Context: an optimization exercise on an open-source flow, tuned for small area. The choices shown serve that exercise and are no tape-out recipe. The RTL was checked by simulation tests, not by an equivalence proof against the original design.

==> flow/design.v (excerpt) <==
module odu_count_gen_fifo(
    input           clk,
    input           rst,
    input           enable_chid,
    input           type_chid,
    input           fifo_read_enable,
    output          fifo_empty,
    output [394:0]  fifo_data_out,
    output [383:0]  data_chid,
    output          data_valid_chid
    );
Size in the first run: about 2200 cells after synthesis, ~790 I/O pins, about 15000 um2 of cells after synthesis.
==> flow/config.mk <==
export PLATFORM = sky130hd
export DESIGN_NAME = odu_count_gen_fifo
export DESIGN_NICKNAME = odu_count_gen_fifo
export VERILOG_FILES = /design/flow/design.v
export SDC_FILE = /design/flow/constraint.sdc
export NUM_CORES = 4
export LEC_CHECK = 0
export ABC_AREA = 1
export CAP_MARGIN = 20
export CORE_AREA = 4 4 276 276
export CTS_BUF_LIST = sky130_fd_sc_hd__clkbuf_8
export CTS_CLUSTER_SIZE = 30
export DIE_AREA = 0 0 280 280
export PLACE_DENSITY = 0.6
export SLEW_MARGIN = 20
==> flow/constraint.sdc <==
create_clock -name core_clock -period 6.0 [get_ports {clk}]
set_input_delay 1.2000 -clock core_clock [delete_from_list [all_inputs] [get_ports {clk}]]
set_output_delay 1.2000 -clock core_clock [all_outputs]
set_load 0.01 [all_outputs]
standard.sh (not shown) runs the stock make flow with config.mk's settings and CLKGATE_MAP_FILE= SYNTH_SCRIPT=/design/flow/synth_recipe.tcl, a recipe that flattens the netlist after the stock synthesis.
==> flow/flow/run.sh <==
#!/bin/bash
# The standard flow with two changes:
#  - after the standard synthesis, the combinational cells are re-mapped for
#    area (remap.sh); the flip-flops are left exactly as synthesis made them;
#  - the port buffers use the smallest buffer cell (sky130_fd_sc_hd__buf_1).
set -euo pipefail
export BUFFER_PORTS_ARGS="-buffer_cell sky130_fd_sc_hd__buf_1"
RES=orfs/results/${FLOW_PLATFORM:-sky130hd}/odu_count_gen_fifo/base
bash standard.sh synth > log_1_standard_synth.txt 2>&1
cp $RES/1_2_yosys.v 1_2_yosys_standard.v
bash flow/remap.sh 1_2_yosys_standard.v 1_2_yosys_remap.v log_2_remap_yosys.txt
cp 1_2_yosys_remap.v $RES/1_2_yosys.v
touch $RES/1_2_yosys.v
bash standard.sh > log_3_standard_finish.txt 2>&1
==> flow/flow/remap.sh <==
#!/bin/bash
# remap.sh IN.v OUT.v LOG
# Re-maps the combinational cells of the standard synthesis netlist IN.v for
# area with ABC's area mapper, keeping every flip-flop instance (name, cell
# type, connections and the names of the nets its Q pin drives) unchanged.
set -euo pipefail
IN=$1; OUT=$2; LOG=$3
FLOW=${FLOW_HOME:-/OpenROAD-flow-scripts/flow}
LIB=$FLOW/platforms/sky130hd/lib/sky130_fd_sc_hd__tt_025C_1v80.lib
YOSYS=$(command -v yosys || echo /OpenROAD-flow-scripts/tools/install/yosys/bin/yosys)
SEQ=$(grep -o 'sky130_fd_sc_hd__[a-z0-9_]*' $IN | sort -u | grep -E '__(e?s?df|dl|sdl|edf)' | tr '\n' ' ')
DU=""
for c in $(grep -o 'sky130_fd_sc_hd__\(lpflow_[a-z0-9_]*\|probe[a-z_0-9]*\)' $LIB | sort -u); do DU="$DU -dont_use $c"; done
A="strash;dch,-f;amap;topo"
cat > ${OUT%.v}.ys <<EOY
read_liberty -ignore_miss_func $LIB
read_verilog $IN
hierarchy -top odu_count_gen_fifo
blackbox $SEQ
flatten
rename -hide w:_*_.*
opt_clean
stat -liberty $LIB
abc -liberty $LIB $DU -script +$A;$A;$A;$A
read_liberty -lib -overwrite $LIB
splitnets
opt_clean -purge
hilomap -singleton -hicell sky130_fd_sc_hd__conb_1 HI -locell sky130_fd_sc_hd__conb_1 LO
insbuf -buf sky130_fd_sc_hd__buf_4 A X
check -assert
stat -liberty $LIB
write_verilog -noattr -nohex -nodec $OUT
EOY
$YOSYS -s ${OUT%.v}.ys > $LOG 2>&1
The starting point passed the timing, design-rule and antenna checks.
==> next run, changes <==
- CTS_BUF_LIST: sky130_fd_sc_hd__clkbuf_8 -> default
- CTS_CLUSTER_SIZE: 30 -> default
Result: Critical path depth is unchanged. Area after synthesis is unchanged. Design area goes up by 1.1%.

[re-timing with driven ports]
The results above use ideal ports. As a check the final layouts listed here were re-extracted and re-timed, cells and wires unchanged. Step 1 sets driving cells, clkbuf_16 on the clock port and buf_2 on the other inputs (assumed; they add their load-dependent delay and slew). Step 2 times the ports against the registers' clock, not the clock port: input delays grow and output delays shrink by t, the midpoint of the rising clock arrivals with the driver on. Three values: ideal, step 1, step 2; two values: the first two.
run | t, ns | setup WS [ns] | worst setup path after step 2 | worst data-port slew with drivers (ns)
the first run | 0.484 | 0.588 / 0.550 / 0.849 | input to register | 0.14
the second run | 0.464 | 0.626 / 0.584 / 0.825 | input to register | 0.15
After both steps every run listed still meets setup and hold.
